Context: an optimization exercise on an open-source flow, tuned for small area, a short achievable clock period and few clock cycles. The choices shown serve that exercise and are no tape-out recipe. In this exercise RTL edits were held to simulation tests only and were not proved equivalent to the original. No activity file was given, so power comes from the tool's default toggle rates.

--- flow/constraint.sdc ---
create_clock -name core_clock -period 20.0 [get_ports {clk}]
set_input_delay 4.0000 -clock core_clock [delete_from_list [all_inputs] [get_ports {clk}]]
set_output_delay 4.0000 -clock core_clock [all_outputs]
set_load 0.01 [all_outputs]
--- flow/flow/run.sh ---
#!/bin/bash
# The standard layout, with faster port buffers than buffer_ports picks by default.
set -euo pipefail
export BUFFER_PORTS_ARGS="-buffer_cell sky130_fd_sc_hd__buf_4"
bash standard.sh > make_finish.log 2>&1
--- flow/standard.sh ---
#!/bin/bash
# synth_recipe.tcl (not shown) runs the flow's synth.tcl, then flattens the netlist and writes it again
# the make line also repeats each setting of config.mk as NAME=value (left out here)
make -C /OpenROAD-flow-scripts/flow DESIGN_CONFIG=/design/flow/config.mk WORK_HOME=/design/flow/orfs CLKGATE_MAP_FILE= SYNTH_SCRIPT=/design/flow/synth_recipe.tcl "${@:-finish}"
--- flow/design.v ---
module neural(input  logic clk, reset, run_inference,
              output logic ready,
              output logic [9:0] RAM_address,
              output logic [7:0] RAM_wd,
              output logic RAM_we,
              input  logic [7:0] RAM_rd);
  localparam logic [2:0] K_NONE = 3'd0, K_TWO = 3'd1, K_NS = 3'd2, K_SH = 3'd3,
                         K_IN = 3'd4, K_MAC = 3'd5;
  localparam logic [2:0] S_IDLE = 3'd0, S_INP = 3'd1, S_NODE = 3'd2,
                         S_SWITCH = 3'd3, S_DONE = 3'd4, S_WE = 3'd5;
  logic [2:0]  st;
  logic        busy;           
  logic [1:0]  hc;             
  logic [2:0]  dk, pk, rk, mk;
  logic        vmac;
  logic [3:0]  A;              
  logic [4:0]  B;              
  logic [4:0]  Bn;             
  logic [2:0]  Lr;             
  logic [2:0]  s;              
  logic [9:0]  colbase;        
  logic [9:0]  nxtP;           
  logic        rb;             
  logic [4:0]  nj;             
  logic        ph;             
  logic [3:0]  pos;            
  logic        rowd;           
  logic        shpend;         
  logic        nspend;         
  logic        nsdone;         
  logic [3:0]  wc0, wc1;       
  logic [4:0]  dr;             
  logic        dbias, dfin, dlast, drb, doutl, dendl;
  logic [3:0]  pr, rr;
  logic        pbias, pfin, plast, prb, poutl, pendl;
  logic        rbias, rfin, rlast, rrb, routl, rendl;
  logic        mbias, mlast, mrb, moutl, mendl;
  logic        cbias, clast, crb, coutl, cendl;
  logic [2:0]  ck;
  logic        vlast, vrb, voutl, vendl;
  logic [7:0]  X [0:14];
  logic [6:0]  Y [0:14];
  logic signed [7:0]  wq, xq;
  logic signed [18:0] acc;
  logic [15:0] pp [0:7];
  logic signed [15:0] pq;
  always_comb
    for (int i = 0; i < 8; i++) begin
      pp[i] = '0;
      for (int j = 0; j < 8; j++) pp[i][i+j] = (wq[j] & xq[i]) ^ ((i == 7) ^ (j == 7));
    end
  logic [3:0]  sh;
  logic signed [7:0] mx;
  logic [3:0]  idx;
  logic [3:0]  wcr;
  logic [14:0] nz, known, amask, me, above, cnd, low, rest;
  logic [3:0]  lowk;
  logic        lowknown;
  always_comb begin
    wcr = rb ? wc1 : wc0;
    known = 15'(~(16'hffff << wcr));       
    amask = 15'(~(16'hffff << A));         
    for (int k = 0; k < 15; k++) begin
      nz[k]    = rb ? (Y[k] != 7'd0) : (X[k] != 8'd0);
      me[k]    = amask[k] & (~known[k] | nz[k]);
    end
    above = rowd ? 15'(16'hfffe << pos) : 15'h7fff;    
    cnd  = ph ? (me & above) : me;
    low  = cnd & (~cnd + 15'd1);
    rest = cnd & ~low;
    lowk = 4'd0;
    for (int k = 0; k < 15; k++) if (low[k]) lowk = lowk | 4'(k);
    lowknown = |(low & known);
  end
  assign ready = ~busy;
  wire start = (st == S_IDLE) && run_inference;
  wire hidden  = (s < Lr - 3'd1);
  wire shneed  = shpend && hidden;
  wire lastnode = (nj == B);    
  logic [2:0]  n_st, n_dk;
  logic [3:0]  n_A, n_wc0, n_wc1;
  logic [4:0]  n_B, n_nj, n_dr;
  logic [2:0]  n_s;
  logic [9:0]  n_colbase;
  logic        n_rb, n_ph, n_shpend, n_nspend, n_nsdone;
  logic [3:0]  n_pos;
  logic        n_rowd;
  logic        n_dbias, n_dfin, n_dlast, n_drb, n_doutl, n_dendl;
  logic        n_busy, n_we;
  logic [9:0]  n_addr;
  logic [7:0]  n_wd;
  logic [22:0] ae;
  logic [14:0] a1;
  logic [10:0] a2;
  logic [8:0]  a3;
  logic [7:0]  r8;
  logic        ovf;
  logic [15:0] shm;
  logic signed [7:0] y8;
  logic [6:0]  y7;
  always_comb begin
    ae = {{4{acc[18]}}, acc};
    for (int i = 0; i < 15; i++) a1[i] = sh[3] ? ae[i+8] : ae[i];
    for (int i = 0; i < 11; i++) a2[i] = sh[2] ? a1[i+4] : a1[i];
    for (int i = 0; i < 9; i++)  a3[i] = sh[1] ? a2[i+2] : a2[i];
    for (int i = 0; i < 8; i++)  r8[i] = sh[0] ? a3[i+1] : a3[i];
    shm = 16'hffff << sh;                  
    ovf = |((acc[17:7] ^ {11{acc[18]}}) & shm[10:0]);
    y8 = ovf ? (acc[18] ? 8'sh80 : 8'sh7f) : r8;
    y7 = acc[18] ? 7'd0 : (ovf ? 7'h7f : r8[6:0]);
  end
  wire [3:0] vj = vrb ? wc0 : wc1;
  logic signed [7:0] yq;
  logic [3:0]  wj;
  logic        wv, wend;
  wire ge = (yq >= mx);
  wire signed [7:0] mx_n = ge ? yq : mx;
  wire [3:0] idx_n = ge ? wj : idx;
  wire vdo = vmac && vlast;
  always_comb begin
    n_st = st; n_dk = K_NONE; n_A = A; n_B = B; n_s = s;
    n_nj = nj; n_dr = {1'b0, lowk}; n_colbase = colbase; n_rb = rb; n_ph = ph;
    n_shpend = shpend; n_nspend = nspend; n_nsdone = nsdone; n_pos = pos; n_rowd = rowd;
    n_wc0 = wc0; n_wc1 = wc1;
    n_dbias = 1'b0; n_dfin = 1'b0; n_dlast = 1'b0; n_drb = rb; n_doutl = ~hidden;
    n_dendl = 1'b0;
    n_busy = busy; n_we = 1'b0; n_addr = RAM_address;
    n_wd = {4'd0, (mx == -8'sd128 && yq == -8'sd128) ? 4'd15 : idx_n};
    case (st)
      S_IDLE: begin
        n_wc0 = 4'd0; n_nsdone = 1'b0;
        n_s = 3'd1; n_rb = 1'b0; n_wc1 = 4'd0; n_nj = 5'd0; n_ph = 1'b0; n_shpend = 1'b1;
      end
      S_INP: begin
        if (!nsdone && nj == 5'd1) begin
          n_dk = K_NS; n_nspend = 1'b1; n_nsdone = 1'b1;
        end else if (nj == 5'd0 || nj[3:0] < A) begin
          n_dk = K_IN; n_dr = nj; n_nj = nj + 5'd1;
          if (nsdone && nj[3:0] + 4'd1 == A) begin n_st = S_NODE; n_nj = 5'd0; end
        end else begin n_st = S_NODE; n_nj = 5'd0; end
      end
      S_NODE: begin
        if (s == 3'd1 && nj == 5'd0) n_colbase = {7'd0, Lr} + 10'd2;
        if (shneed && nj == 5'd0) begin
          n_dk = K_SH; n_dr = {1'b0, A} + 5'd1; n_shpend = 1'b0;
        end else if (!ph) begin
          n_dk = K_MAC; n_dr = {1'b0, A}; n_dbias = 1'b1; n_dlast = (cnd == 15'd0);
          n_dendl = (nj + 5'd1 == B);
          if (nj != 5'd0) n_colbase = colbase + 10'd1;
          n_nj = nj + 5'd1;
          n_rowd = 1'b0;
          if (cnd == 15'd0) begin
            if (nj + 5'd1 == B) n_st = hidden ? S_SWITCH : S_DONE;
          end else n_ph = 1'b1;
        end else if (cnd == 15'd0) begin
          n_dk = K_MAC; n_dfin = 1'b1; n_dlast = 1'b1; n_dendl = lastnode; n_ph = 1'b0;
          if (lastnode) n_st = hidden ? S_SWITCH : S_DONE;
        end else if (lowknown) begin
          n_dk = K_MAC; n_dr = {1'b0, lowk}; n_dlast = (rest == 15'd0);
          n_dendl = lastnode && (rest == 15'd0);
          n_pos = lowk; n_rowd = 1'b1;
          if (rest == 15'd0) begin
            n_ph = 1'b0;
            if (lastnode) n_st = hidden ? S_SWITCH : S_DONE;
          end
        end
      end
      S_SWITCH: if (!nspend) begin
        n_s = s + 3'd1; n_A = B[3:0]; n_B = Bn; n_rb = ~rb; n_nj = 5'd0; n_ph = 1'b0;
        n_colbase = nxtP;
        if (rb) n_wc1 = 4'd0; else n_wc0 = 4'd0;
        n_st = S_NODE;
        if (s + 3'd2 < Lr) begin    
          n_dk = K_NS; n_nspend = 1'b1; n_shpend = 1'b1;
        end else begin
          n_shpend = 1'b0;
          n_dk = K_MAC; n_dr = {1'b0, B[3:0]}; n_dbias = 1'b1; n_drb = ~rb; n_doutl = 1'b1;
          n_dendl = (Bn == 5'd1);
          n_nj = 5'd1; n_ph = 1'b1; n_rowd = 1'b0;
        end
      end
      S_WE: begin
        n_busy = 1'b0; n_addr = 10'd0; n_st = S_IDLE;
      end
      default: ;
    endcase
    case (dk)
      K_TWO:  n_addr = 10'd2;
      K_NS:   n_addr = {7'd0, s} + 10'd2;
      K_IN:   n_addr = {8'(dr[3:0] - 4'd3), 2'b11};
      K_MAC, K_SH: n_addr = colbase + 10'(dr * B);
      default: ;
    endcase
    if (rk == K_IN) n_wc0 = n_wc0 + 4'd1;
    if (vdo) begin
      if (vrb) n_wc0 = wc0 + 4'd1; else n_wc1 = wc1 + 4'd1;
    end
    if (wend) begin
      n_we = 1'b1; n_addr = 10'd1023;
      n_st = S_WE;
    end
  end
  always_ff @(posedge clk or posedge reset) begin
    if (reset) begin
      st <= S_IDLE; hc <= 2'd0; dk <= K_NONE; pk <= K_NONE; rk <= K_NONE; mk <= K_NONE;
      ck <= K_NONE; wv <= 1'b0; wend <= 1'b0;
      vmac <= 1'b0; busy <= 1'b0; RAM_we <= 1'b0; RAM_address <= 10'd0;
    end else begin
      st <= start ? S_INP : n_st; dk <= start ? K_TWO : n_dk; pk <= dk; rk <= pk; mk <= rk; ck <= mk; vmac <= (ck == K_MAC);
      wv <= vdo && voutl; wend <= vdo && voutl && vendl;
      hc <= start ? 2'd1 : (hc == 2'd0) ? 2'd0 : hc + 2'd1;
      busy <= start | n_busy; RAM_we <= n_we; RAM_address <= start ? 10'd1 : n_addr;
    end
  end
  always_ff @(posedge clk) begin
    A <= n_A; B <= n_B; s <= n_s; nj <= n_nj; dr <= n_dr;
    colbase <= n_colbase; rb <= n_rb; ph <= n_ph; shpend <= n_shpend;
    nspend <= n_nspend; nsdone <= n_nsdone; pos <= n_pos; rowd <= n_rowd; wc0 <= n_wc0; wc1 <= n_wc1;
    RAM_wd <= n_wd;
    dbias <= n_dbias; dfin <= n_dfin; dlast <= n_dlast; drb <= n_drb; doutl <= n_doutl;
    dendl <= n_dendl;
    pr <= dr[3:0]; pbias <= dbias; pfin <= dfin; plast <= dlast; prb <= drb;
    poutl <= doutl; pendl <= dendl;
    if (dk == K_SH) nxtP <= colbase + 10'(dr * B) + 10'd1;
    rr <= pr; rbias <= pbias; rfin <= pfin; rlast <= plast; rrb <= prb;
    routl <= poutl; rendl <= pendl;
    case (hc)
      2'd1: Lr <= RAM_rd[2:0];
      2'd2: A <= RAM_rd[3:0];
      2'd3: B <= RAM_rd[4:0];
      default: ;
    endcase
    if (rk == K_NS) begin nspend <= 1'b0; Bn <= RAM_rd[4:0]; end
    wq <= RAM_rd;
    xq <= rbias ? 8'sd5 : (rk == K_SH || rk == K_NS) ? 8'sd1 : (rfin || rk != K_MAC) ? 8'sd0 :
          (rrb ? {1'b0, Y[rr]} : X[rr]);
    mbias <= rbias && rk == K_MAC; mlast <= rlast; mrb <= rrb; moutl <= routl; mendl <= rendl;
    pq <= pp[0] + pp[1] + pp[2] + pp[3] + pp[4] + pp[5] + pp[6] + pp[7] + 16'h8100;
    cbias <= mbias; clast <= mlast; crb <= mrb; coutl <= moutl; cendl <= mendl;
    acc <= (cbias ? 19'sd0 : acc) + 19'(pq);
    if (ck == K_SH || (ck == K_NS && Lr == 3'd2)) sh <= pq[3:0];
    vlast <= clast; vrb <= crb; voutl <= coutl; vendl <= cendl;
    yq <= y8; wj <= vj;
    if (wv) begin mx <= mx_n; idx <= idx_n; end
    if (st == S_IDLE) begin mx <= -8'sd128; idx <= 4'd0; end
  end
  wire inw = (rk == K_IN);
  wire hw  = vdo && !voutl;
  wire [7:0] xwd = inw ? RAM_rd : {1'b0, y7};
  always_ff @(posedge clk) begin
    for (int k = 0; k < 15; k++) begin
      if ((inw || (hw && vrb)) && wc0 == 4'(k)) X[k] <= xwd;
      if (hw && !vrb && wc1 == 4'(k)) Y[k] <= y7;
    end
  end
endmodule
--- flow/config.mk ---
export PLATFORM = sky130hd
export DESIGN_NAME = neural
export DESIGN_NICKNAME = neural
export VERILOG_FILES = /design/flow/design.v
export SDC_FILE = /design/flow/constraint.sdc
export NUM_CORES = 4
export LEC_CHECK = 0
export CAP_MARGIN = 20
export CORE_MARGIN = 2
export CORE_UTILIZATION = 40
export CTS_BUF_LIST = sky130_fd_sc_hd__clkbuf_16
export CTS_CLUSTER_DIAMETER = 80
export CTS_CLUSTER_SIZE = 24
export SLEW_MARGIN = 20
==> out/results.txt, run 1 <==
result of the run: no timing/DRC/antenna violations
synthesis-to-finish area growth: 7.88%
Syn Std Cell Area: 23,200 µm²
cts bufs inserted: 26
via count normalized by instance count: 5.82
critical path launch point type: flip-flop
hold violation count in the final report: 0
number of placement rows: 88
Post-CTS Repair Setup Buffers: 0
antenna violations before repair: 1
highest clock frequency the design can meet: 194 MHz
CP Cell Sequence: inv_1 -> buf_4
Setup CP Type: flip-flop to primary output
maximum number of pins on one net before global-route repair: 56
Final Net Count: 2,256
sort of element at the end of the critical path: primary output
crit path max-delay cell type: sky130_fd_sc_hd__dfrtp_1
Final Worst Setup Slack: 14,840 ps
unrepaired setup endpoints after global routing: false
ratio of final minimum period to clock period: 25.8%
count of inserted antenna diode cells: 0
width of the die: 245 µm
total routing resource utilization after global routing: 21.4%
Post-Syn Area per Cell: 11.1 µm²
detailed-route via count: 16,700
vias in the first global route: 16,400
synthesized flop and latch total: 451
synthesized netlist cell count: 2,081
Final setup violation count: 0
number of antenna-violating nets in the routed design: 0
number of buffer cells added on primary ports: 26
number of violations reported at the end of detailed-routing iteration 0: 1,810
part of the Yosys area used for sequential elements: 52.0%
Async SR Flop Fraction: 7.76%
die outline height: 245 µm
Filler cells: 5,424
HPWL after detailed placement: 47,800 µm
synthesized-area fraction occupied by and/or/nand/nor cells: 16.2%
library cells used by synthesis: 92
worst setup skew after layout: 23.6 ps
adder and majority gate portion of the synthesized area: 10.9%
insertion delay of the later-clocked pin in the worst-skew pair: 590 ps
wire length of the first global-routing pass: 98,800 µm
Die Footprint: 59,800 µm²
clock sink count: 451
Core Area: 57,500 µm²
clock slew at reported path FFs: 90 ps
weighted congestion reported at the end of routability-driven placement: 0.937
Resized Gates After CTS: 0
# H-tree levels: 1
required time at the worst-slack endpoint: 16,000 ps
count of flip-flops with a built-in enable after synthesis: 283
setup slack after placement: 14,540 ps
largest incremental delay on the critical path: 400 ps
combinational family with the most area after synthesis: simple AND/OR/NAND/NOR gates
arrival time of data at the critical path endpoint: 1160 ps
path category of the worst min-delay check: flip-flop to flip-flop
Avg WL per Cell: 22.4 µm
CTS hold repair buffers: 0
Power, Total: 3.93 mW
leakage power summed over all cells: 9.36 nW
ratio of total power to cell area: 157 nW/µm²
cell at the root of the clock tree: sky130_fd_sc_hd__clkbuf_16
largest fanout on the critical path: 3
Min Hold Slack: 327 ps
complex-gate fraction of the synthesized area: 12.3%
share of layout cells above drive strength 1: 7.53%
worst vdd rail ir drop: 0.000150 V
Top-Level Pins: 31
total non-filler cell area in the finished layout: 25,000 µm²
total wirelength of the detailed-routed design: 64,200 µm
prevailing post-synth register cell: sky130_fd_sc_hd__edfxtp_1
Final Max Tran Viols: 0
Initial Utilization: 40.3%
count of yosys warnings during synthesis: 4
number of design rule violations left after detail routing: 0
post-placement cell area: 24,100 µm²
post-layout minimum cycle time: 5160 ps
actual slew at the worst max-slew pin: 1130 ps
xor and xnor area share after synthesis: 2.38%
aggregate negative setup slack: 0 ps
number of max-cap violations: 0
TritonCTS clock tree: built
CTS max path bufs: 3
Pre-antenna DRT Iters: 6
multiplexer fraction of the synthesized cell area: 2.70%
Worst slew margin: 24.3%
gr ovfl total: 0
## cell usage in the layout, fill, tap and decap left out, types with 7 or more instances in the layout
master and instances:
sky130_fd_sc_hd__a22oi_1 52, sky130_fd_sc_hd__nand2b_1 33, sky130_fd_sc_hd__dfrtp_1 35, sky130_fd_sc_hd__a22o_1 19, sky130_fd_sc_hd__a21o_1 13, sky130_fd_sc_hd__nor2b_1 46
sky130_fd_sc_hd__dfxtp_1 133, sky130_fd_sc_hd__edfxtp_1 283, sky130_fd_sc_hd__nand4_1 25, sky130_fd_sc_hd__ha_1 110, sky130_fd_sc_hd__inv_1 118, sky130_fd_sc_hd__mux2i_1 32
sky130_fd_sc_hd__a21oi_1 78, sky130_fd_sc_hd__nand3_1 51, sky130_fd_sc_hd__nor3_1 51, sky130_fd_sc_hd__nand3b_1 7, sky130_fd_sc_hd__nor2_1 164, sky130_fd_sc_hd__o211ai_1 10
sky130_fd_sc_hd__o21a_1 13, sky130_fd_sc_hd__o21ai_0 77, sky130_fd_sc_hd__a211oi_1 10, sky130_fd_sc_hd__clkbuf_16 26, sky130_fd_sc_hd__xnor2_1 42, sky130_fd_sc_hd__fa_1 56
sky130_fd_sc_hd__xor2_1 21, sky130_fd_sc_hd__o21bai_1 10, sky130_fd_sc_hd__a31oi_1 8, sky130_fd_sc_hd__and3_1 12, sky130_fd_sc_hd__a221oi_1 19, sky130_fd_sc_hd__and2_1 66
sky130_fd_sc_hd__nand2_1 188, sky130_fd_sc_hd__nor4b_1 14, sky130_fd_sc_hd__nor2_2 8, sky130_fd_sc_hd__nor4_1 38, sky130_fd_sc_hd__o221ai_1 19, sky130_fd_sc_hd__mux2_2 13
sky130_fd_sc_hd__buf_4 50, sky130_fd_sc_hd__or2_2 15, sky130_fd_sc_hd__a222oi_1 17
## where the power goes
group	internal, mW	switching, mW
sequential	1.30	0.206
combinational	0.748	1.10
clock	0.250	0.327
## cells by family (layout without fill, tap and decap cells)
| group | Yosys count | count (layout) |
|---|---|---|
| DFF | 451 | 451 |
| and+or+nand+nor | 750 | 750 |
| AOI/OAI and AO/OA | 402 | 402 |
| xor gates and xnor gates | 63 | 63 |
| other | 1 | 4 |
| adders and majority gates | 169 | 169 |
| muxes | 52 | 52 |
| buffers and inverters | 193 | 208 |
## synthesized netlist by cell type (39+ instances only)
cell type / number / area share, %
sky130_fd_sc_hd__edfxtp_1: 283 / 37
sky130_fd_sc_hd__nand2_1: 188 / 3.0
sky130_fd_sc_hd__nor2_1: 171 / 2.8
sky130_fd_sc_hd__dfxtp_1: 133 / 11
sky130_fd_sc_hd__ha_1: 110 / 5.9
sky130_fd_sc_hd__inv_1: 110 / 1.8
sky130_fd_sc_hd__a21oi_1: 78 / 1.7
sky130_fd_sc_hd__o21ai_0: 77 / 1.7
sky130_fd_sc_hd__and2_1: 66 / 1.8
sky130_fd_sc_hd__clkbuf_1: 59 / 0.96
sky130_fd_sc_hd__fa_1: 56 / 4.8
sky130_fd_sc_hd__nor3_1: 53 / 1.1
sky130_fd_sc_hd__a22oi_1: 52 / 1.7
sky130_fd_sc_hd__nor2b_1: 52 / 1.4
sky130_fd_sc_hd__nand3_1: 51 / 1.1
sky130_fd_sc_hd__xnor2_1: 42 / 1.6
sky130_fd_sc_hd__nor4_1: 39 / 1.1
## worst max-delay path, delay by kind of cell, from the launching register on
family	cells	cell delay [ps]
buffers and inverters	2	170
flip-flops	1	400
## registers in the layout (all words and copies together) (netlist names), 10 cells and up
register,cells
X,120
pq,16
acc,19
Y,105
RAM_address,10
nxtP,10
colbase,10
## cell type report
type / count / area, µm² / share of cell area (%)
flip-flops and latches: 451 / 12000 / 48.2
multi-input cells: 1440 / 10400 / 41.5
well taps: 765 / 957 / 3.83
clock buffers: 26 / 651 / 2.60
inverters: 110 / 413 / 1.65
repair buffers: 50 / 375 / 1.50
clock inverters: 22 / 169 / 0.676
## through the flow
stage          util [%]  instances
3_5_place_dp       42.0       2816
4_1_cts            43.4       2864
6_report           43.5       2864
3_3_place_gp       42.0       2816
5_1_grt            43.5       2864
2_1_floorplan         -       2084
## path summary, 6_finish.rpt
check | from | cells past startpoint | to | slack [ps]
setup / recovery | busy | 2 | ready | 14840
hold / removal | rendl | 0 | mendl | 330
setup reg to reg | wq[7] | 18 | pq[15] | 15230
hold reg to reg | rendl | 0 | mendl | 330
max in group asynchronous | reset | 3 | dk[1] | 16180
min in group asynchronous | reset | 3 | ck[0] | 3500
## per-layer routing
layer  vias up  GRT usage, %  part of all wire, %
met3       105          3.19                  8.4
met2       707          35.5                   47
li1       7597             -                    -
met1      8254          29.2                   42
met5         -             0                    0
met4         0          5.95                  2.7
Testbench counts, summed over its fixed seeds: cycles 33,160.
==> run 2, diff against run 1 <==
--- a/flow/design.v
+++ b/flow/design.v
@@ -10,5 +10,4 @@
                          S_SWITCH = 3'd3, S_DONE = 3'd4, S_WE = 3'd5;
   logic [2:0]  st;
-  logic        busy;           
   logic [1:0]  hc;             
   logic [2:0]  dk, pk, rk, mk;
@@ -73,6 +72,5 @@
     lowknown = |(low & known);
   end
-  assign ready = ~busy;
-  wire start = (st == S_IDLE) && run_inference;
+  wire start = ready && run_inference;
   wire hidden  = (s < Lr - 3'd1);
   wire shneed  = shpend && hidden;
@@ -87,5 +85,5 @@
   logic        n_rowd;
   logic        n_dbias, n_dfin, n_dlast, n_drb, n_doutl, n_dendl;
-  logic        n_busy, n_we;
+  logic        n_ready, n_we;
   logic [9:0]  n_addr;
   logic [7:0]  n_wd;
@@ -125,8 +123,9 @@
     n_dbias = 1'b0; n_dfin = 1'b0; n_dlast = 1'b0; n_drb = rb; n_doutl = ~hidden;
     n_dendl = 1'b0;
-    n_busy = busy; n_we = 1'b0; n_addr = RAM_address;
+    n_ready = ready; n_we = 1'b0; n_addr = RAM_address;
     n_wd = {4'd0, (mx == -8'sd128 && yq == -8'sd128) ? 4'd15 : idx_n};
     case (st)
       S_IDLE: begin
+        n_ready = 1'b1;
         n_wc0 = 4'd0; n_nsdone = 1'b0;
         n_s = 3'd1; n_rb = 1'b0; n_wc1 = 4'd0; n_nj = 5'd0; n_ph = 1'b0; n_shpend = 1'b1;
@@ -181,5 +180,5 @@
       end
       S_WE: begin
-        n_busy = 1'b0; n_addr = 10'd0; n_st = S_IDLE;
+        n_ready = 1'b1; n_addr = 10'd0; n_st = S_IDLE;
       end
       default: ;
@@ -205,10 +204,10 @@
       st <= S_IDLE; hc <= 2'd0; dk <= K_NONE; pk <= K_NONE; rk <= K_NONE; mk <= K_NONE;
       ck <= K_NONE; wv <= 1'b0; wend <= 1'b0;
-      vmac <= 1'b0; busy <= 1'b0; RAM_we <= 1'b0; RAM_address <= 10'd0;
+      vmac <= 1'b0; ready <= 1'b0; RAM_we <= 1'b0; RAM_address <= 10'd0;
     end else begin
       st <= start ? S_INP : n_st; dk <= start ? K_TWO : n_dk; pk <= dk; rk <= pk; mk <= rk; ck <= mk; vmac <= (ck == K_MAC);
       wv <= vdo && voutl; wend <= vdo && voutl && vendl;
       hc <= start ? 2'd1 : (hc == 2'd0) ? 2'd0 : hc + 2'd1;
-      busy <= start | n_busy; RAM_we <= n_we; RAM_address <= start ? 10'd1 : n_addr;
+      ready <= !start && n_ready; RAM_we <= n_we; RAM_address <= start ? 10'd1 : n_addr;
     end
   end
==> run 2 against run 1 <==
Net effect: clock-buffer cell count up 1; largest cell class unchanged; still clean; critical path type unchanged; global-route usage decreased by 0.49 points; via count fell by 0.37%; sequential share of layout area shrank 0.18 points; cell count rose by 0.49%; die area down 0.16%; fmax is 0.32% lower; design area is 0.38% higher; non-clock buffer count is 2 lower; area after synthesis is 0.16% lower; critical path depth decreased by 1; clock skew increased by 3.4 ps.
==> out/results.txt, run 2 <==
critical path launch point type: flip-flop
Initial Utilization: 40.3%
insertion delay of the later-clocked pin in the worst-skew pair: 610 ps
required time at the worst-slack endpoint: 16,000 ps
most frequent cells after synthesis: sky130_fd_sc_hd__edfxtp_1, sky130_fd_sc_hd__nand2_1, sky130_fd_sc_hd__nor2_1
Largest Register: X
clock sink count: 451
largest fanout on the critical path: 2
length of routed wiring on met1: 26,800 µm
arrival time of data at the critical path endpoint: 1180 ps
highest clock frequency the design can meet: 193 MHz
cell at the root of the clock tree: sky130_fd_sc_hd__clkbuf_16
actual slew at the worst max-slew pin: 1220 ps
HPWL after detailed placement: 46,800 µm
gr ovfl total: 0
share of Yosys cell area claimed by the top area cell type: 36.8%
post-layout minimum cycle time: 5180 ps
amount of wire on met2 after detailed routing: 28,700 µm
number of placement rows: 88
largest incremental delay on the critical path: 420 ps
cell total after placement: 2,828
max reg flops: 120
ratio of final minimum period to clock period: 25.9%
wire length of the first global-routing pass: 96,600 µm
vias in the first global route: 16,000
part of the Yosys area used for sequential elements: 52.1%
Setup CP Type: flip-flop to primary output
Final Max Tran Viols: 0
result of the run: no timing/DRC/antenna violations
Post-CTS Repair Setup Buffers: 0
Post-Syn Area per Cell: 11.0 µm²
crit path max-delay cell type: sky130_fd_sc_hd__dfrtp_1
number of design rule violations left after detail routing: 0
cell accounting for the most synthesized area: sky130_fd_sc_hd__edfxtp_1
number of buffer cells added on primary ports: 26
die outline height: 244 µm
kind of cell adding the most delay to the critical path: flip-flops
total routing resource utilization after global routing: 20.9%
weighted congestion reported at the end of routability-driven placement: 0.958
Worst slew margin: 17.8%
leading cell types by total area after synthesis: sky130_fd_sc_hd__edfxtp_1, sky130_fd_sc_hd__dfxtp_1, sky130_fd_sc_hd__ha_1
synthesized netlist cell count: 2,097
count of inserted antenna diode cells: 0
worst setup skew after layout: 27.0 ps
count of flip-flops with a built-in enable after synthesis: 283
TritonCTS clock tree: built
count of yosys warnings during synthesis: 4
synthesis-to-finish area growth: 8.45%
number of antenna-violating nets in the routed design: 0
Avg WL per Cell: 22.0 µm
library cells used by synthesis: 86
antenna violations before repair: 1
Async SR Flop Fraction: 7.76%
Top-Level Pins: 31
aggregate negative setup slack: 0 ps
width of the die: 244 µm
Syn Std Cell Area: 23,100 µm²
unrepaired setup endpoints after global routing: false
Resized Gates After CTS: 0
Final setup violation count: 0
maximum number of pins on one net before global-route repair: 51
Core Area: 57,400 µm²
detailed-route via count: 16,600
leakage power summed over all cells: 9.46 nW
sort of element at the end of the critical path: primary output
worst vdd rail ir drop: 0.0000910 V
number of max-cap violations: 0
CTS max path bufs: 3
ratio of total power to cell area: 150 nW/µm²
share of layout cells above drive strength 1: 7.52%
buffers plus inverters on the worst setup path: 1
largest registers: X (120), Y (105), acc (19)
clock slew at reported path FFs: 100 ps
# H-tree levels: 1
cts bufs inserted: 27
number of violations reported at the end of detailed-routing iteration 0: 1,713
Die Footprint: 59,700 µm²
leading cell type in the layout, fill and taps excluded: sky130_fd_sc_hd__edfxtp_1
CP Cell Sequence: buf_4
hold violation count in the final report: 0
most frequent cells in the layout: sky130_fd_sc_hd__edfxtp_1, sky130_fd_sc_hd__nand2_1, sky130_fd_sc_hd__nor2_1
Top Metal Used: met5
total wirelength of the detailed-routed design: 63,300 µm
path category of the worst min-delay check: flip-flop to flip-flop
via count normalized by instance count: 5.77
final cell count without fillers: 2,878
cell with the most instances after synthesis: sky130_fd_sc_hd__edfxtp_1
detailed route wirelength on metal3: 6300 µm
synthesized flop and latch total: 451
Final Net Count: 2,269
Pre-antenna DRT Iters: 9
prevailing post-synth register cell: sky130_fd_sc_hd__edfxtp_1
CTS hold repair buffers: 0
## run 2: stage by stage
step           hold WS, ps  power [mW]  setup slack (ps)  util (%)  area, µm²
2_1_floorplan          310        2.65             14490         -      23100
3_3_place_gp           311        3.12             14500      42.1      24100
3_5_place_dp           312        3.16             14470      42.1      24200
4_1_cts                331        3.76             14780      43.7      25000
5_1_grt                332        4.03             14750      43.7      25100
6_report               328        3.76             14820      43.7      25100
## run 2: area by class of cell
class / count / area [µm²]
Inverter: 109 / 409
Clock buffer: 27 / 676
Multi-Input combinational cell: 1455 / 10400
Tap cell: 765 / 957
Sequential cell: 451 / 12000
Timing Repair Buffer: 48 / 360
Clock inverter: 23 / 221
Fill cell: 5322 / 32300
## run 2: worst paths after layout
| kind | endpoint | startpoint | depth (start not counted) | slack (ps) |
|---|---|---|---|---|
| setup / recovery | RAM_address[0] | RAM_address[0] | 1 | 14820 |
| hold / removal | clast | mlast | 0 | 330 |
| setup reg to reg | pq[15] | wq[3] | 19 | 15400 |
| hold reg to reg | clast | mlast | 0 | 330 |
| max in group asynchronous | hc[0] | reset | 3 | 16120 |
| min in group asynchronous | wend | reset | 3 | 3530 |
## run 2: logic make-up (layout without fill, tap and decap cells)
group / Yosys count / after routing / share of synthesized area (%)
simple gates: 758 / 758 / 16.3
buf+inv: 194 / 207 / 3.33
xor+xnor: 64 / 64 / 2.42
compound gates: 412 / 412 / 12.5
flops: 451 / 451 / 52.1
fa+ha+maj: 168 / 168 / 10.9
other cells: 1 / 4 / 0.0162
mux: 49 / 49 / 2.52
## run 2: power breakdown
| part | switching, mW | internal, mW |
|---|---|---|
| clock | 0.340 | 0.268 |
| sequential | 0.197 | 1.28 |
| combinational | 1.01 | 0.668 |
| total | 1.55 | 2.22 |
## run 2: layer usage
metal / global-route usage, % / up-vias
li1: - / 7640
met1: 28.8 / 8077
met2: 33.4 / 788
met3: 4.87 / 94
met4: 5.20 / 2
met5: 0 / -
Testbench counts of run 2, summed over its fixed seeds: cycles 33,160.
==> run 3, diff against run 2 <==
--- a/flow/config.mk
+++ b/flow/config.mk
@@ -8,7 +8,7 @@
 export CAP_MARGIN = 20
 export CORE_MARGIN = 2
-export CORE_UTILIZATION = 40
+export CORE_UTILIZATION = 70
 export CTS_BUF_LIST = sky130_fd_sc_hd__clkbuf_16
-export CTS_CLUSTER_DIAMETER = 80
-export CTS_CLUSTER_SIZE = 24
+export CTS_CLUSTER_DIAMETER = 60
+export CTS_CLUSTER_SIZE = 30
 export SLEW_MARGIN = 20
==> run 3 against run 2 <==
Net effect: largest cell class unchanged; utilization rose by 33 points; clock skew rose by 2.5 ps; routed wire length fell by 3.6%; worst hold slack got worse by 18 ps; area after synthesis did not move; via count rose by 4.0%; global-route usage rose by 15 points; non-clock buffer count rose by 6; sequential power barely moved; largest power group unchanged; synthesized cell count did not move; design area fell by 0.17%; still clean.
==> out/results.txt, run 3 <==
Die Footprint: 34,500 µm²
total wirelength of the detailed-routed design: 61,000 µm
cell with the most instances after synthesis: sky130_fd_sc_hd__edfxtp_1
total routing resource utilization after global routing: 36.0%
required time at the worst-slack endpoint: 16,000 ps
aggregate negative setup slack: 0 ps
max reg flops: 120
sequential group share of total power: 37.4%
Resized Gates After CTS: 0
power spent charging and discharging nets: 1.60 mW
TritonCTS clock tree: built
Initial Utilization: 71.1%
library cells used by synthesis: 86
number of buffer cells added on primary ports: 26
Filler cells: 2,160
worst setup skew after layout: 29.5 ps
Final setup violation count: 0
Syn Std Cell Area: 23,100 µm²
synthesized netlist cell count: 2,097
cell at the root of the clock tree: sky130_fd_sc_hd__clkbuf_16
cell accounting for the most synthesized area: sky130_fd_sc_hd__edfxtp_1
ratio of final minimum period to clock period: 25.5%
cts bufs inserted: 34
synthesized flop and latch total: 451
number of max-cap violations: 0
gr ovfl total: 0
part of the total power dissipated in the clock network: 19.4%
CTS max path bufs: 3
number of antenna-violating nets in the routed design: 0
Avg WL per Cell: 23.7 µm
detailed-route via count: 17,300
Pre-antenna DRT Iters: 8
kind of cell adding the most delay to the critical path: flip-flops
internal power summed over all cells: 2.34 mW
maximum number of pins on one net before global-route repair: 52
Top-Level Pins: 31
largest fanout on the critical path: 2
width of the die: 186 µm
CP Cell Sequence: buf_4
die outline height: 186 µm
most frequent cells after synthesis: sky130_fd_sc_hd__edfxtp_1, sky130_fd_sc_hd__nand2_1, sky130_fd_sc_hd__nor2_1
switching power share of the total: 40.7%
Power, Total: 3.94 mW
synthesis-to-finish area growth: 8.26%
sort of element at the end of the critical path: primary output
result of the run: no timing/DRC/antenna violations
Post-CTS Repair Setup Buffers: 0
share of Yosys cell area claimed by the top area cell type: 36.8%
hold violation count in the final report: 0
Final Max Tran Viols: 0
number of violations reported at the end of detailed-routing iteration 0: 2,675
post-layout minimum cycle time: 5100 ps
insertion delay of the later-clocked pin in the worst-skew pair: 550 ps
prevailing post-synth register cell: sky130_fd_sc_hd__edfxtp_1
Final Worst Setup Slack: 14,910 ps
flop-to-flop setup slack: 15,320 ps
Post-Syn Area per Cell: 11.0 µm²
path category of the worst min-delay check: flip-flop to flip-flop
part of the Yosys area used for sequential elements: 52.1%
count of yosys warnings during synthesis: 4
weighted congestion reported at the end of routability-driven placement: 0.987
leading cell types by total area after synthesis: sky130_fd_sc_hd__edfxtp_1, sky130_fd_sc_hd__dfxtp_1, sky130_fd_sc_hd__ha_1
actual slew at the worst max-slew pin: 985 ps
leakage power summed over all cells: 9.59 nW
CTS hold repair buffers: 0
largest registers: X (120), Y (105), acc (19)
crit path max-delay cell type: sky130_fd_sc_hd__dfrtp_1
largest incremental delay on the critical path: 410 ps
number of design rule violations left after detail routing: 0
Core Area: 32,500 µm²
leading cell type in the layout, fill and taps excluded: sky130_fd_sc_hd__edfxtp_1
vias in the first global route: 16,300
ratio of total power to cell area: 158 nW/µm²
most frequent cells in the layout: sky130_fd_sc_hd__edfxtp_1, sky130_fd_sc_hd__nand2_1, sky130_fd_sc_hd__nor2_1
Worst slew margin: 34.1%
clock sink count: 451
part of the power in combinational logic: 43.2%
critical path launch point type: flip-flop
worst vdd rail ir drop: 0.000114 V
Setup CP Type: flip-flop to primary output
via count normalized by instance count: 6.71
setup slack after placement: 14,460 ps
# H-tree levels: 2
buffers plus inverters on the worst setup path: 1
arrival time of data at the critical path endpoint: 1090 ps
Async SR Flop Fraction: 7.76%
clock slew at reported path FFs: 80 ps
number of placement rows: 66
final core utilization: 76.9%
share of layout cells above drive strength 1: 8.26%
HPWL after detailed placement: 44,700 µm
highest clock frequency the design can meet: 196 MHz
unrepaired setup endpoints after global routing: false
count of flip-flops with a built-in enable after synthesis: 283
wire length of the first global-routing pass: 93,000 µm
Largest Register: X
Final Net Count: 2,282
antenna violations before repair: 0
==> run 3: cell count changes in the layout (fill, tap and decap cells not counted), sizes merged <==
cell      delta
buf          +6
clkinv       +3
clkinvlp     -1
clkbuf      +10
diode        +1
inv          -1
bufinv       +1
==> run 3: cells by family after synthesis <==
family	share of synthesized area (%)
buffers and inverters	3.33
other	0.0162
AND/OR/NAND/NOR	16.3
flip-flops	52.1
multiplexers	2.52
XOR/XNOR	2.42
AO/OA/AOI/OAI	12.5
adder cells (fa/ha/maj)	10.9
==> run 3: worst paths after layout <==
kind,from,endpoint,cells past startpoint
max in group asynchronous,reset,RAM_address[8],3
min reg2reg,pr[2],rr[2],0
min in group asynchronous,reset,ck[0],3
min,pr[2],rr[2],0
max reg2reg,xq[5],pq[15],20
max,RAM_address[0],RAM_address[0],1
==> run 3: metal layers <==
metal | wire, µm | up-vias | global-route usage [%]
met3 | 7670 | 182 | 9.37
met2 | 27100 | 1090 | 55.1
met4 | 2340 | 0 | 12.8
li1 | - | 7662 | -
met1 | 23900 | 8334 | 50.1
met5 | 0 | - | 0
==> run 3: layout make-up <==
class                      instances  area, µm²  share of cell area, %
sequential                       451      12000                   48.1
multi-input combinational       1455      10400                   41.4
clock buffer                      37        926                   3.70
tap                              442        553                   2.21
inverter                         109        409                   1.63
timing repair buffer              54        403                   1.61
clock inverter                    25        343                   1.37
antenna                            1       2.50                 0.0100
==> run 3: worst register-to-register path, delay by kind of cell, from the launching register on <==
| family | cells | cell delay, ps |
|---|---|---|
| AOI/OAI and AO/OA | 6 | 900 |
| adders and majority gates | 6 | 2410 |
| and+or+nand+nor | 5 | 640 |
| xor gates and xnor gates | 1 | 150 |
| DFF | 1 | 390 |
| buffers and inverters | 2 | 110 |
==> run 3: stage by stage <==
stage	area, µm²	std cells	hold WS, ps
after floorplan	23100	2100	310
after detailed placement	23700	2510	312
after global placement	23700	2510	310
final	25000	2574	310
after CTS	25000	2572	308
after global routing	25000	2573	307
==> run 3: power groups by stage <==
stage	Combinational (mW)	Clock [mW]	Sequential, mW
4_1_cts	1.68	0.768	1.47
5_1_grt	1.88	0.801	1.49
2_1_floorplan	1.26	0	1.38
3_3_place_gp	1.60	0	1.48
6_report	1.70	0.764	1.48
3_5_place_dp	1.66	0	1.49
==> run 4, diff against run 3 <==
--- a/flow/config.mk
+++ b/flow/config.mk
@@ -10,5 +10,5 @@
 export CORE_UTILIZATION = 70
 export CTS_BUF_LIST = sky130_fd_sc_hd__clkbuf_16
-export CTS_CLUSTER_DIAMETER = 60
-export CTS_CLUSTER_SIZE = 30
+export CTS_CLUSTER_DIAMETER = 50
+export CTS_CLUSTER_SIZE = 40
 export SLEW_MARGIN = 20
==> run 4 against run 3 <==
Net effect: highest routed layer unchanged; register-to-register slack barely moved; worst hold slack gained 11 ps; setup slack worse by 17 ps; still clean; critical endpoint unchanged; clock skew fell by 3.2 ps; total power up 1.2%; critical path type unchanged.
==> out/results.txt, run 4 <==
worst reg2reg startpoint: xq[5]
sort of element at the end of the critical path: primary output
result of the run: no timing/DRC/antenna violations
share of layout cells above drive strength 1: 8.56%
switching power share of the total: 40.9%
Core Area: 32,500 µm²
cell at the root of the clock tree: sky130_fd_sc_hd__clkbuf_16
setup slack after placement: 14,460 ps
Post-Syn Area per Cell: 11.0 µm²
post-layout minimum cycle time: 5110 ps
Post-CTS Repair Setup Buffers: 0
most frequent cells after synthesis: sky130_fd_sc_hd__edfxtp_1, sky130_fd_sc_hd__nand2_1, sky130_fd_sc_hd__nor2_1
CTS max path bufs: 3
required time at the worst-slack endpoint: 16,000 ps
ratio of total power to cell area: 159 nW/µm²
vias in the first global route: 16,500
Resized Gates After CTS: 0
actual slew at the worst max-slew pin: 1000 ps
total routing resource utilization after global routing: 35.9%
number of placement rows: 66
kind of cell adding the most delay to the critical path: flip-flops
cts bufs inserted: 38
Pre-antenna DRT Iters: 7
end of the worst register-to-register path: pq[15]
Top-Level Pins: 31
most frequent cells in the layout: sky130_fd_sc_hd__edfxtp_1, sky130_fd_sc_hd__nand2_1, sky130_fd_sc_hd__nor2_1
final cell count without fillers: 2,581
worst setup skew after layout: 26.2 ps
via count normalized by instance count: 6.73
post-placement cell area: 23,700 µm²
cell with the most instances after synthesis: sky130_fd_sc_hd__edfxtp_1
number of max-cap violations: 0
total wirelength of the detailed-routed design: 61,200 µm
reg2reg path depth: 20
CP Cell Sequence: buf_4
library cells used by synthesis: 86
Largest Register: X
Final Worst Setup Slack: 14,890 ps
Avg WL per Cell: 23.7 µm
number of violations reported at the end of detailed-routing iteration 0: 2,470
max reg flops: 120
ratio of final minimum period to clock period: 25.6%
wire length of the first global-routing pass: 93,000 µm
leading cell types by total area after synthesis: sky130_fd_sc_hd__edfxtp_1, sky130_fd_sc_hd__dfxtp_1, sky130_fd_sc_hd__ha_1
final core utilization: 77.3%
sequential group share of total power: 37.0%
Final setup violation count: 0
part of the Yosys area used for sequential elements: 52.1%
count of yosys warnings during synthesis: 4
count of flip-flops with a built-in enable after synthesis: 283
Initial Utilization: 71.1%
width of the die: 186 µm
share of Yosys cell area claimed by the top area cell type: 36.8%
buffers plus inverters on the worst setup path: 1
largest fanout on the critical path: 2
path category of the worst min-delay check: flip-flop to flip-flop
count of inserted antenna diode cells: 0
clock slew at reported path FFs: 80 ps
total non-filler cell area in the finished layout: 25,200 µm²
FF+latch area: 12,000 µm²
leakage power summed over all cells: 9.66 nW
part of the total power dissipated in the clock network: 20.3%
maximum number of pins on one net before global-route repair: 52
Setup CP Type: flip-flop to primary output
cell accounting for the most synthesized area: sky130_fd_sc_hd__edfxtp_1
synthesized flop and latch total: 451
worst vdd rail ir drop: 0.000112 V
HPWL after detailed placement: 44,700 µm
startpoint of the tightest hold check path: pr[2]
arrival time of data at the critical path endpoint: 1110 ps
insertion delay of the later-clocked pin in the worst-skew pair: 560 ps
internal power summed over all cells: 2.36 mW
combined area of the multi-input logic cells: 10,400 µm²
CTS hold repair buffers: 0
number of design rule violations left after detail routing: 0
Syn Std Cell Area: 23,100 µm²
unrepaired setup endpoints after global routing: false
hold violation count in the final report: 0
synthesized netlist cell count: 2,097
weighted congestion reported at the end of routability-driven placement: 0.987
crit path max-delay cell type: sky130_fd_sc_hd__dfrtp_1
largest incremental delay on the critical path: 410 ps
flop-to-flop setup slack: 15,320 ps
antenna violations before repair: 1
die outline height: 186 µm
clock sink count: 451
number of buffer cells added on primary ports: 26
TritonCTS clock tree: built
Worst slew margin: 32.8%
cell total after placement: 2,510
critical path launch point type: flip-flop
Filler cells: 2,142
highest clock frequency the design can meet: 196 MHz
leading cell type in the layout, fill and taps excluded: sky130_fd_sc_hd__edfxtp_1
power spent charging and discharging nets: 1.63 mW
Die Footprint: 34,500 µm²
# H-tree levels: 2
Final Max Tran Viols: 0
prevailing post-synth register cell: sky130_fd_sc_hd__edfxtp_1
number of instances on the worst hold path: 0
Async SR Flop Fraction: 7.76%
detailed-route via count: 17,400
number of antenna-violating nets in the routed design: 0
gr ovfl total: 0
synthesis-to-finish area growth: 8.85%
Final Net Count: 2,286
largest registers: X (120), Y (105), acc (19)
aggregate negative setup slack: 0 ps
endpoint of the worst hold-timing path: rr[2]
part of the power in combinational logic: 42.7%
## run 4: power groups by stage
| stage | logic, mW | clock network (mW) | registers [mW] |
|---|---|---|---|
| global route | 1.88 | 0.847 | 1.49 |
| CTS | 1.68 | 0.813 | 1.47 |
| floorplan | 1.26 | 0 | 1.38 |
| global placement | 1.60 | 0 | 1.48 |
| detailed placement | 1.66 | 0 | 1.49 |
| finish | 1.71 | 0.810 | 1.48 |
## run 4: kinds of logic after synthesis
kind of cell | count (synthesis) | synth area share [%]
other | 1 | 0.0162
xor gates and xnor gates | 64 | 2.42
and+or+nand+nor | 758 | 16.3
AOI/OAI and AO/OA | 412 | 12.5
muxes | 49 | 2.52
DFF | 451 | 52.1
buffers and inverters | 194 | 3.33
adders and majority gates | 168 | 10.9
## run 4: routing by layer
layer	share of wire [%]	global-route usage [%]	vias to the layer above
li1	-	-	7676
met4	3.9	13.4	0
met3	13	9.16	195
met2	44	54.8	1170
met5	0	0	-
met1	39	50.0	8319
## run 4: final cells by class
type                            instances  area share (%)
Sequential cell                       451            47.8
Inverter                              109            1.63
Tap cell                              442            2.20
Clock inverter                         29            1.52
Multi-Input combinational cell       1455            41.2
Clock buffer                           41            4.08
Timing Repair Buffer                   54            1.60
## run 4: stage by stage
stage	total power [mW]	hold WS [ps]
after global placement	3.09	310
after CTS	3.96	313
after floorplan	2.65	310
final	3.99	321
after global routing	4.22	312
after detailed placement	3.14	312
## run 4: worst max path at each step
stage / from / endpoint / slack [ps] / cells past startpoint
3_5_place_dp: run_inference / RAM_address[0] / 14460 / 6
3_3_place_gp: run_inference / RAM_address[0] / 14530 / 6
2_1_floorplan: run_inference / RAM_address[0] / 14490 / 5
6_report: RAM_address[0] / RAM_address[0] / 14890 / 1
5_1_grt: run_inference / RAM_address[7] / 14860 / 7
4_1_cts: RAM_address[0] / RAM_address[0] / 14880 / 1
==> run 5, diff against run 4 <==
--- a/flow/config.mk
+++ b/flow/config.mk
@@ -8,7 +8,7 @@
 export CAP_MARGIN = 20
 export CORE_MARGIN = 2
-export CORE_UTILIZATION = 70
+export CORE_UTILIZATION = 50
 export CTS_BUF_LIST = sky130_fd_sc_hd__clkbuf_16
-export CTS_CLUSTER_DIAMETER = 50
-export CTS_CLUSTER_SIZE = 40
+export CTS_CLUSTER_DIAMETER = 100
+export CTS_CLUSTER_SIZE = 30
 export SLEW_MARGIN = 20
==> run 5 against run 4 <==
Net effect: clock skew grew 14 ps; critical path depth stayed put; utilization decreased by 23 points; still clean on timing, DRC and antenna; die area increased by 39%; largest power group unchanged.
==> out/results.txt, run 5 <==
clock slew at reported path FFs: 120 ps
hold violation count in the final report: 0
crit path max-delay cell type: sky130_fd_sc_hd__dfrtp_1
most frequent cells in the layout: sky130_fd_sc_hd__edfxtp_1, sky130_fd_sc_hd__nand2_1, sky130_fd_sc_hd__nor2_1
Resized Gates After CTS: 0
Final Max Tran Viols: 0
CP Capture Point: ready
number of buffer cells added on primary ports: 26
largest registers: X (120), Y (105), acc (19)
total non-filler cell area in the finished layout: 24,600 µm²
count of yosys warnings during synthesis: 4
ratio of total power to cell area: 150 nW/µm²
Largest Register: X
maximum number of pins on one net before global-route repair: 52
Final setup violation count: 0
worst vdd rail ir drop: 0.000100 V
synthesized netlist cell count: 2,097
worst reg2reg startpoint: wq[7]
sort of element at the end of the critical path: primary output
synthesis-to-finish area growth: 6.52%
share of Yosys cell area claimed by the top area cell type: 36.8%
detailed-route via count: 16,700
HPWL after detailed placement: 47,500 µm
leakage power summed over all cells: 9.32 nW
wire length of the first global-routing pass: 97,700 µm
highest clock frequency the design can meet: 194 MHz
antenna violations before repair: 0
number of design rule violations left after detail routing: 0
Syn Std Cell Area: 23,100 µm²
Power, Total: 3.69 mW
number of antenna-violating nets in the routed design: 0
most frequent cells after synthesis: sky130_fd_sc_hd__edfxtp_1, sky130_fd_sc_hd__nand2_1, sky130_fd_sc_hd__nor2_1
count of inserted antenna diode cells: 0
arrival time of data at the critical path endpoint: 1170 ps
largest incremental delay on the critical path: 430 ps
via count normalized by instance count: 6.16
worst setup skew after layout: 40.3 ps
die outline height: 219 µm
share of layout cells above drive strength 1: 6.89%
prevailing post-synth register cell: sky130_fd_sc_hd__edfxtp_1
count of flip-flops with a built-in enable after synthesis: 283
cell at the root of the clock tree: sky130_fd_sc_hd__clkbuf_16
aggregate negative setup slack: 0 ps
buffers plus inverters on the worst setup path: 1
reg2reg path depth: 18
unrepaired setup endpoints after global routing: false
leading cell type in the layout, fill and taps excluded: sky130_fd_sc_hd__edfxtp_1
final core utilization: 54.2%
setup slack after placement: 13,850 ps
number of violations reported at the end of detailed-routing iteration 0: 2,168
Setup CP Type: flip-flop to primary output
gr ovfl total: 0
Post-Syn Area per Cell: 11.0 µm²
CTS hold repair buffers: 0
ratio of final minimum period to clock period: 25.8%
Async SR Flop Fraction: 7.76%
post-placement cell area: 24,000 µm²
library cells used by synthesis: 86
weighted congestion reported at the end of routability-driven placement: 0.962
Final Net Count: 2,269
critical path launch point type: flip-flop
Stages on worst setup path: 1
Post-CTS Repair Setup Buffers: 0
cell accounting for the most synthesized area: sky130_fd_sc_hd__edfxtp_1
number of max-cap violations: 0
Core Area: 45,500 µm²
path category of the worst min-delay check: flip-flop to flip-flop
Avg WL per Cell: 23.7 µm
insertion delay of the later-clocked pin in the worst-skew pair: 590 ps
vias in the first global route: 16,100
Initial Utilization: 50.8%
clock sink count: 451
post-layout minimum cycle time: 5170 ps
cts bufs inserted: 20
end of the worst register-to-register path: pq[15]
required time at the worst-slack endpoint: 16,000 ps
Top-Level Pins: 31
total routing resource utilization after global routing: 27.0%
CTS max path bufs: 3
total wirelength of the detailed-routed design: 64,200 µm
result of the run: no timing/DRC/antenna violations
worst setup path startpoint: ready
actual slew at the worst max-slew pin: 1150 ps
Die Footprint: 48,000 µm²
TritonCTS clock tree: built
leading cell types by total area after synthesis: sky130_fd_sc_hd__edfxtp_1, sky130_fd_sc_hd__dfxtp_1, sky130_fd_sc_hd__ha_1
flop-to-flop setup slack: 15,320 ps
cell with the most instances after synthesis: sky130_fd_sc_hd__edfxtp_1
largest fanout on the critical path: 3
kind of cell adding the most delay to the critical path: flip-flops
Pre-antenna DRT Iters: 6
max reg flops: 120
part of the Yosys area used for sequential elements: 52.1%
CP Cell Sequence: buf_4
Final Worst Setup Slack: 14,830 ps
width of the die: 219 µm
Worst slew margin: 22.8%
number of placement rows: 78
# H-tree levels: 1
synthesized flop and latch total: 451
-- run 5: cell types whose count changed in the layout (fill, tap and decap cells not counted), sizes merged --
| cell | before | now |
|---|---|---|
| buf | 54 | 55 |
| clkbuf | 41 | 22 |
| clkinv | 11 | 2 |
| inv | 127 | 121 |
-- run 5: through the flow --
stage | cells | hold WS, ps
after floorplan | 2100 | 310
after global placement | 2669 | 310
after detailed placement | 2669 | 312
after CTS | 2705 | 314
after global routing | 2706 | 332
final | 2706 | 323
-- run 5: layout make-up --
type,instances,area (µm²)
Fill cell,4013,20900
Clock buffer,22,551
Multi-Input combinational cell,1455,10400
Sequential cell,451,12000
Timing Repair Buffer,55,417
Inverter,109,409
Clock inverter,14,103
Tap cell,600,751
-- run 5: where the power goes --
group | switching, mW | total (mW) | internal [mW]
clock | 0.310 | 0.519 | 0.209
sequential | 0.189 | 1.47 | 1.28
combinational | 1.03 | 1.70 | 0.670
-- run 5: cell families (layout without fill, tap and decap cells) --
family,count (synthesis),count (layout),synth area share (%)
muxes,49,49,2.52
adders and majority gates,168,168,10.9
AOI/OAI and AO/OA,412,412,12.5
other,1,4,0.0162
DFF,451,451,52.1
buffers and inverters,194,200,3.33
and+or+nand+nor,758,758,16.3
xor gates and xnor gates,64,64,2.42
-- run 5: worst min-delay path by stage --
stage / startpoint / endpoint / slack, ps / cells past startpoint
after floorplan: mbias / cbias / 310 / 0
after global placement: mlast / clast / 310 / 0
after detailed placement: mrb / crb / 310 / 0
after CTS: mbias / cbias / 310 / 0
after global routing: mbias / cbias / 330 / 0
final: mbias / cbias / 320 / 0
-- run 5: layer usage --
layer  up-vias  track usage, %  part of all wire [%]
met5         -               0                     0
met4         0            7.75                   2.8
met3       100            6.65                    10
met2       753            40.3                    43
met1      8160            39.0                    44
li1       7643               -                     -
==> run 6, diff against run 5 <==
--- a/flow/config.mk
+++ b/flow/config.mk
@@ -8,7 +8,8 @@
 export CAP_MARGIN = 20
 export CORE_MARGIN = 2
-export CORE_UTILIZATION = 50
+export CORE_UTILIZATION = 40
 export CTS_BUF_LIST = sky130_fd_sc_hd__clkbuf_16
 export CTS_CLUSTER_DIAMETER = 100
 export CTS_CLUSTER_SIZE = 30
+export GPL_TIMING_DRIVEN = 0
 export SLEW_MARGIN = 20
==> run 6 against run 5 <==
Net effect: worst hold slack worse by 4.9 ps; clock-buffer cell count is 3 higher; via count rose by 2.2%; critical path depth is 7 higher; clock power up 19%; sequential power is 3% lower; sequential share of layout area fell by 1.4 points; routed wire length grew 4.8%; sequential cell count unchanged; combinational power grew 5%; setup slack worse by 150 ps; first-iteration DRC count increased by 2.9%; critical path type is now input pin to flip-flop; critical endpoint is now RAM_address[4]; largest power group unchanged.
==> out/results.txt, run 6 <==
# H-tree levels: 1
Top-Level Pins: 31
clock sink count: 451
ratio of total power to cell area: 151 nW/µm²
required time at the worst-slack endpoint: 20,510 ps
HPWL after detailed placement: 51,600 µm
Post-Syn Area per Cell: 11.0 µm²
leakage power summed over all cells: 9.51 nW
actual slew at the worst max-slew pin: 1200 ps
cell with the most instances after synthesis: sky130_fd_sc_hd__edfxtp_1
aggregate negative setup slack: 0 ps
Final Max Tran Viols: 0
antenna violations before repair: 2
crit path max-delay cell type: sky130_fd_sc_hd__a211oi_1
detailed-route via count: 17,000
Pre-antenna DRT Iters: 7
Worst slew margin: 19.1%
ratio of final minimum period to clock period: 26.6%
synthesized netlist cell count: 2,097
synthesis-to-finish area growth: 9.66%
count of flip-flops with a built-in enable after synthesis: 283
sort of element at the end of the critical path: flip-flop
worst setup skew after layout: 42.8 ps
number of buffer cells added on primary ports: 26
post-placement cell area: 24,400 µm²
total non-filler cell area in the finished layout: 25,400 µm²
Largest Register: X
TritonCTS clock tree: built
die outline height: 244 µm
max reg flops: 120
post-layout minimum cycle time: 5310 ps
gr ovfl total: 0
Initial Utilization: 40.3%
hold violation count in the final report: 0
CTS hold repair buffers: 0
most frequent cells after synthesis: sky130_fd_sc_hd__edfxtp_1, sky130_fd_sc_hd__nand2_1, sky130_fd_sc_hd__nor2_1
synthesized flop and latch total: 451
Syn Std Cell Area: 23,100 µm²
library cells used by synthesis: 86
clock slew at reported path FFs: 120 ps
cts bufs inserted: 24
count of yosys warnings during synthesis: 4
via count normalized by instance count: 5.78
Setup CP Type: input pin to flip-flop
leading cell type in the layout, fill and taps excluded: sky130_fd_sc_hd__edfxtp_1
number of max-cap violations: 0
leading cell types by total area after synthesis: sky130_fd_sc_hd__edfxtp_1, sky130_fd_sc_hd__dfxtp_1, sky130_fd_sc_hd__ha_1
number of design rule violations left after detail routing: 0
Post-CTS Repair Setup Buffers: 0
wire length of the first global-routing pass: 102,000 µm
Resized Gates After CTS: 0
weighted congestion reported at the end of routability-driven placement: 0.978
CP Cell Sequence: buf_4 -> and2_1 -> clkbuf_1 -> or2_2 -> a211oi_1 -> buf_2 -> nand2_1 -> o21ai_0
arrival time of data at the critical path endpoint: 5830 ps
width of the die: 244 µm
Avg WL per Cell: 22.8 µm
critical path launch point type: input pin
number of antenna-violating nets in the routed design: 0
path category of the worst min-delay check: flip-flop to flip-flop
prevailing post-synth register cell: sky130_fd_sc_hd__edfxtp_1
result of the run: no timing/DRC/antenna violations
unrepaired setup endpoints after global routing: false
count of inserted antenna diode cells: 0
Final Net Count: 2,340
largest fanout on the critical path: 9
kind of cell adding the most delay to the critical path: buffers and inverters
share of Yosys cell area claimed by the top area cell type: 36.8%
Die Footprint: 59,700 µm²
cell at the root of the clock tree: sky130_fd_sc_hd__clkbuf_16
CTS max path bufs: 3
Final setup violation count: 0
Async SR Flop Fraction: 7.76%
part of the Yosys area used for sequential elements: 52.1%
largest registers: X (120), Y (105), acc (19)
maximum number of pins on one net before global-route repair: 32
largest incremental delay on the critical path: 530 ps
share of layout cells above drive strength 1: 7.24%
buffers plus inverters on the worst setup path: 3
cell accounting for the most synthesized area: sky130_fd_sc_hd__edfxtp_1
number of violations reported at the end of detailed-routing iteration 0: 2,231
total wirelength of the detailed-routed design: 67,300 µm
insertion delay of the later-clocked pin in the worst-skew pair: 600 ps
Core Area: 57,400 µm²
worst vdd rail ir drop: 0.0000835 V
total routing resource utilization after global routing: 22.3%
highest clock frequency the design can meet: 188 MHz
most frequent cells in the layout: sky130_fd_sc_hd__edfxtp_1, sky130_fd_sc_hd__nand2_1, sky130_fd_sc_hd__nor2_1
vias in the first global route: 16,600
number of placement rows: 88
[run 6: cell counts after synthesis]
Identical to the previous run, type by type.
[run 6: path summary, 6_finish.rpt]
kind / startpoint / endpoint / slack, ps / depth (start not counted)
max: run_inference / RAM_address[4] / 14690 / 8
min: mendl / cendl / 320 / 0
max reg2reg: wq[6] / pq[15] / 15330 / 19
min reg2reg: mendl / cendl / 320 / 0
max in group asynchronous: reset / ck[2] / 16220 / 3
min in group asynchronous: reset / RAM_address[2] / 3340 / 2
[run 6: per-layer routing]
metal / track usage (%) / routed length [µm] / vias up
met5: 0 / 0 / -
met4: 6.96 / 2200 / 0
met3: 3.03 / 5130 / 145
met2: 35.6 / 30500 / 755
met1: 31.5 / 29400 / 8365
li1: - / - / 7761
[run 6: kinds of logic after synthesis]
group,share of synthesized area [%]
multiplexers,2.52
XOR/XNOR,2.42
AO/OA/AOI/OAI,12.5
AND/OR/NAND/NOR,16.3
other,0.0162
buffers and inverters,3.33
adder cells (fa/ha/maj),10.9
flip-flops,52.1
[run 6: final cells by class]
cell class	count	area (µm²)
Tap cell	765	957
Clock inverter	19	265
Clock buffer	25	626
Buffer	85	360
Fill cell	5281	32000
Inverter	109	409
Timing Repair Buffer	37	319
Multi-Input combinational cell	1455	10400
Sequential cell	451	12000
[run 6: worst reg2reg max path: stages, from the launching register on]
cell and delay [ps]:
sky130_fd_sc_hd__dfxtp_1 310, sky130_fd_sc_hd__clkbuf_1 280, sky130_fd_sc_hd__nand2_1 130, sky130_fd_sc_hd__fa_1 500, sky130_fd_sc_hd__fa_1 520, sky130_fd_sc_hd__fa_1 550, sky130_fd_sc_hd__inv_1 60, sky130_fd_sc_hd__fa_1 470
sky130_fd_sc_hd__ha_1 340, sky130_fd_sc_hd__a21oi_1 150, sky130_fd_sc_hd__nor2_1 50, sky130_fd_sc_hd__nor2_1 150, sky130_fd_sc_hd__o21bai_1 80, sky130_fd_sc_hd__a21oi_1 240, sky130_fd_sc_hd__nor2b_1 80, sky130_fd_sc_hd__o21a_1 180
sky130_fd_sc_hd__nor2_1 150, sky130_fd_sc_hd__o21bai_1 80, sky130_fd_sc_hd__a21oi_1 180, sky130_fd_sc_hd__xnor2_1 130
[run 6: power breakdown]
part | total [mW] | internal (mW) | switching, mW
sequential | 1.42 | 1.28 | 0.145
clock | 0.617 | 0.264 | 0.353
combinational | 1.79 | 0.689 | 1.10
total | 3.83 | 2.23 | 1.60
[run 6: metrics by stage]
step	std cells	worst slack [ps]	hold slack (ps)	power, mW	utilization [%]
global route	2946	14500	304	4.08	44.2
detailed placement	2902	14010	312	3.21	42.6
CTS	2946	14630	305	3.82	44.2
finish	2946	14690	318	3.83	44.2
global placement	2891	13800	310	3.15	42.3
floorplan	2100	14490	310	2.65	-
==> run 7, diff against run 6 <==
--- a/flow/config.mk
+++ b/flow/config.mk
@@ -12,4 +12,3 @@
 export CTS_CLUSTER_DIAMETER = 100
 export CTS_CLUSTER_SIZE = 30
-export GPL_TIMING_DRIVEN = 0
 export SLEW_MARGIN = 20
==> run 7 against run 6 <==
Net effect: total power down 4.2%; die area unchanged; utilization decreased by 0.87 points; sequential cell count unchanged; critical path type is now flip-flop to primary output; worst hold slack improved by 11 ps; clock power shrank 16%; still clean on timing, DRC and antenna; largest power group unchanged; design area shrank 2.0%; clock-buffer cell count shrank 4; critical path depth down 7; non-clock buffer count shrank 74; synthesized cell count is the same.
==> out/results.txt, run 7 <==
wire length of the first global-routing pass: 96,300 µm
synthesized flop and latch total: 451
Async SR Flop Fraction: 7.76%
Filler cells: 5,356
cell with the most instances after synthesis: sky130_fd_sc_hd__edfxtp_1
worst setup path startpoint: RAM_address[0]
count of flip-flops with a built-in enable after synthesis: 283
number of violations reported at the end of detailed-routing iteration 0: 1,683
Avg WL per Cell: 22.0 µm
total routing resource utilization after global routing: 20.8%
CP Cell Sequence: buf_4
required time at the worst-slack endpoint: 16,000 ps
post-layout minimum cycle time: 5150 ps
total wirelength of the detailed-routed design: 62,900 µm
leakage power summed over all cells: 9.34 nW
CTS hold repair buffers: 0
Final Net Count: 2,263
Power, Total: 3.67 mW
path category of the worst min-delay check: flip-flop to flip-flop
max reg flops: 120
worst reg2reg startpoint: wq[3]
part of the Yosys area used for sequential elements: 52.1%
Syn Std Cell Area: 23,100 µm²
width of the die: 244 µm
clock sink count: 451
die outline height: 244 µm
library cells used by synthesis: 86
Pre-antenna DRT Iters: 6
arrival time of data at the critical path endpoint: 1150 ps
result of the run: no timing/DRC/antenna violations
actual slew at the worst max-slew pin: 1210 ps
ratio of total power to cell area: 148 nW/µm²
crit path max-delay cell type: sky130_fd_sc_hd__dfrtp_1
Worst slew margin: 18.3%
# H-tree levels: 1
number of max-cap violations: 0
ratio of final minimum period to clock period: 25.8%
largest fanout on the critical path: 2
Core Area: 57,400 µm²
sort of element at the end of the critical path: primary output
Stages on worst setup path: 1
Setup CP Type: flip-flop to primary output
largest incremental delay on the critical path: 430 ps
TritonCTS clock tree: built
worst setup skew after layout: 28.9 ps
Initial Utilization: 40.3%
cts bufs inserted: 21
flop-to-flop setup slack: 15,390 ps
hold violation count in the final report: 0
leading cell types by total area after synthesis: sky130_fd_sc_hd__edfxtp_1, sky130_fd_sc_hd__dfxtp_1, sky130_fd_sc_hd__ha_1
highest clock frequency the design can meet: 194 MHz
Die Footprint: 59,700 µm²
number of buffer cells added on primary ports: 26
Resized Gates After CTS: 0
unrepaired setup endpoints after global routing: false
CP Capture Point: RAM_address[0]
clock slew at reported path FFs: 110 ps
number of design rule violations left after detail routing: 0
maximum number of pins on one net before global-route repair: 51
antenna violations before repair: 1
detailed-route via count: 16,500
reg2reg path depth: 19
most frequent cells in the layout: sky130_fd_sc_hd__edfxtp_1, sky130_fd_sc_hd__nand2_1, sky130_fd_sc_hd__nor2_1
share of Yosys cell area claimed by the top area cell type: 36.8%
weighted congestion reported at the end of routability-driven placement: 0.958
leading cell type in the layout, fill and taps excluded: sky130_fd_sc_hd__edfxtp_1
insertion delay of the later-clocked pin in the worst-skew pair: 580 ps
kind of cell adding the most delay to the critical path: flip-flops
aggregate negative setup slack: 0 ps
Top-Level Pins: 31
share of layout cells above drive strength 1: 7.23%
Final setup violation count: 0
HPWL after detailed placement: 46,800 µm
synthesized netlist cell count: 2,097
count of yosys warnings during synthesis: 4
Post-Syn Area per Cell: 11.0 µm²
cell at the root of the clock tree: sky130_fd_sc_hd__clkbuf_16
gr ovfl total: 0
FF+latch area: 12,000 µm²
via count normalized by instance count: 5.76
Post-CTS Repair Setup Buffers: 0
CTS max path bufs: 3
Final Max Tran Viols: 0
combined area of the multi-input logic cells: 10,400 µm²
largest registers: X (120), Y (105), acc (19)
synthesis-to-finish area growth: 7.50%
cell accounting for the most synthesized area: sky130_fd_sc_hd__edfxtp_1
end of the worst register-to-register path: pq[15]
number of placement rows: 88
most frequent cells after synthesis: sky130_fd_sc_hd__edfxtp_1, sky130_fd_sc_hd__nand2_1, sky130_fd_sc_hd__nor2_1
buffers plus inverters on the worst setup path: 1
prevailing post-synth register cell: sky130_fd_sc_hd__edfxtp_1
worst vdd rail ir drop: 0.0000837 V
vias in the first global route: 15,900
count of inserted antenna diode cells: 0
startpoint of the tightest hold check path: dlast
critical path launch point type: flip-flop
Largest Register: X
number of antenna-violating nets in the routed design: 0
## run 7: cell counts after synthesis
Identical to the previous run, type by type.
## run 7: report_power, final
part / internal, mW / switching (mW)
Combinational: 0.668 / 1.01
Sequential: 1.28 / 0.197
Clock: 0.205 / 0.313
Total: 2.15 / 1.52
## run 7: through the flow
stage,hold WS (ps),instance area [µm²],worst slack [ps],std cells,utilization [%]
global route,335,24900,14800,2866,43.3
finish,329,24900,14850,2866,43.3
CTS,330,24800,14830,2866,43.3
global placement,311,24100,14500,2828,42.1
floorplan,310,23100,14490,2100,-
detailed placement,312,24200,14470,2828,42.1
## run 7: layer usage
layer | up-vias | wire length (µm) | global-route usage [%]
li1 | 7619 | - | -
met1 | 8077 | 26800 | 28.8
met2 | 708 | 28800 | 33.5
met3 | 88 | 5830 | 4.66
met4 | 2 | 1490 | 4.81
met5 | - | 13 | 0
## run 7: how the worst min path moves through the flow
| stage | endpoint | slack [ps] | depth (start not counted) |
|---|---|---|---|
| after detailed placement | moutl | 310 | 0 |
| after floorplan | cbias | 310 | 0 |
| final | plast | 330 | 0 |
| after global routing | poutl | 340 | 0 |
| after global placement | pendl | 310 | 0 |
| after CTS | poutl | 330 | 0 |
## run 7: layout make-up
cell class                 instances  share of cell area [%]
sequential                       451                    48.4
multi-input combinational       1455                    41.9
tap                              765                    3.85
clock buffer                      21                    2.11
inverter                         109                    1.65
timing repair buffer              48                    1.45
clock inverter                    17                   0.604
## run 7: kinds of logic after synthesis
| group | after synthesis | share of synthesized area [%] |
|---|---|---|
| other | 1 | 0.0162 |
| AO/OA/AOI/OAI | 412 | 12.5 |
| multiplexers | 49 | 2.52 |
| adder cells (fa/ha/maj) | 168 | 10.9 |
| buffers and inverters | 194 | 3.33 |
| flip-flops | 451 | 52.1 |
| XOR/XNOR | 64 | 2.42 |
| AND/OR/NAND/NOR | 758 | 16.3 |
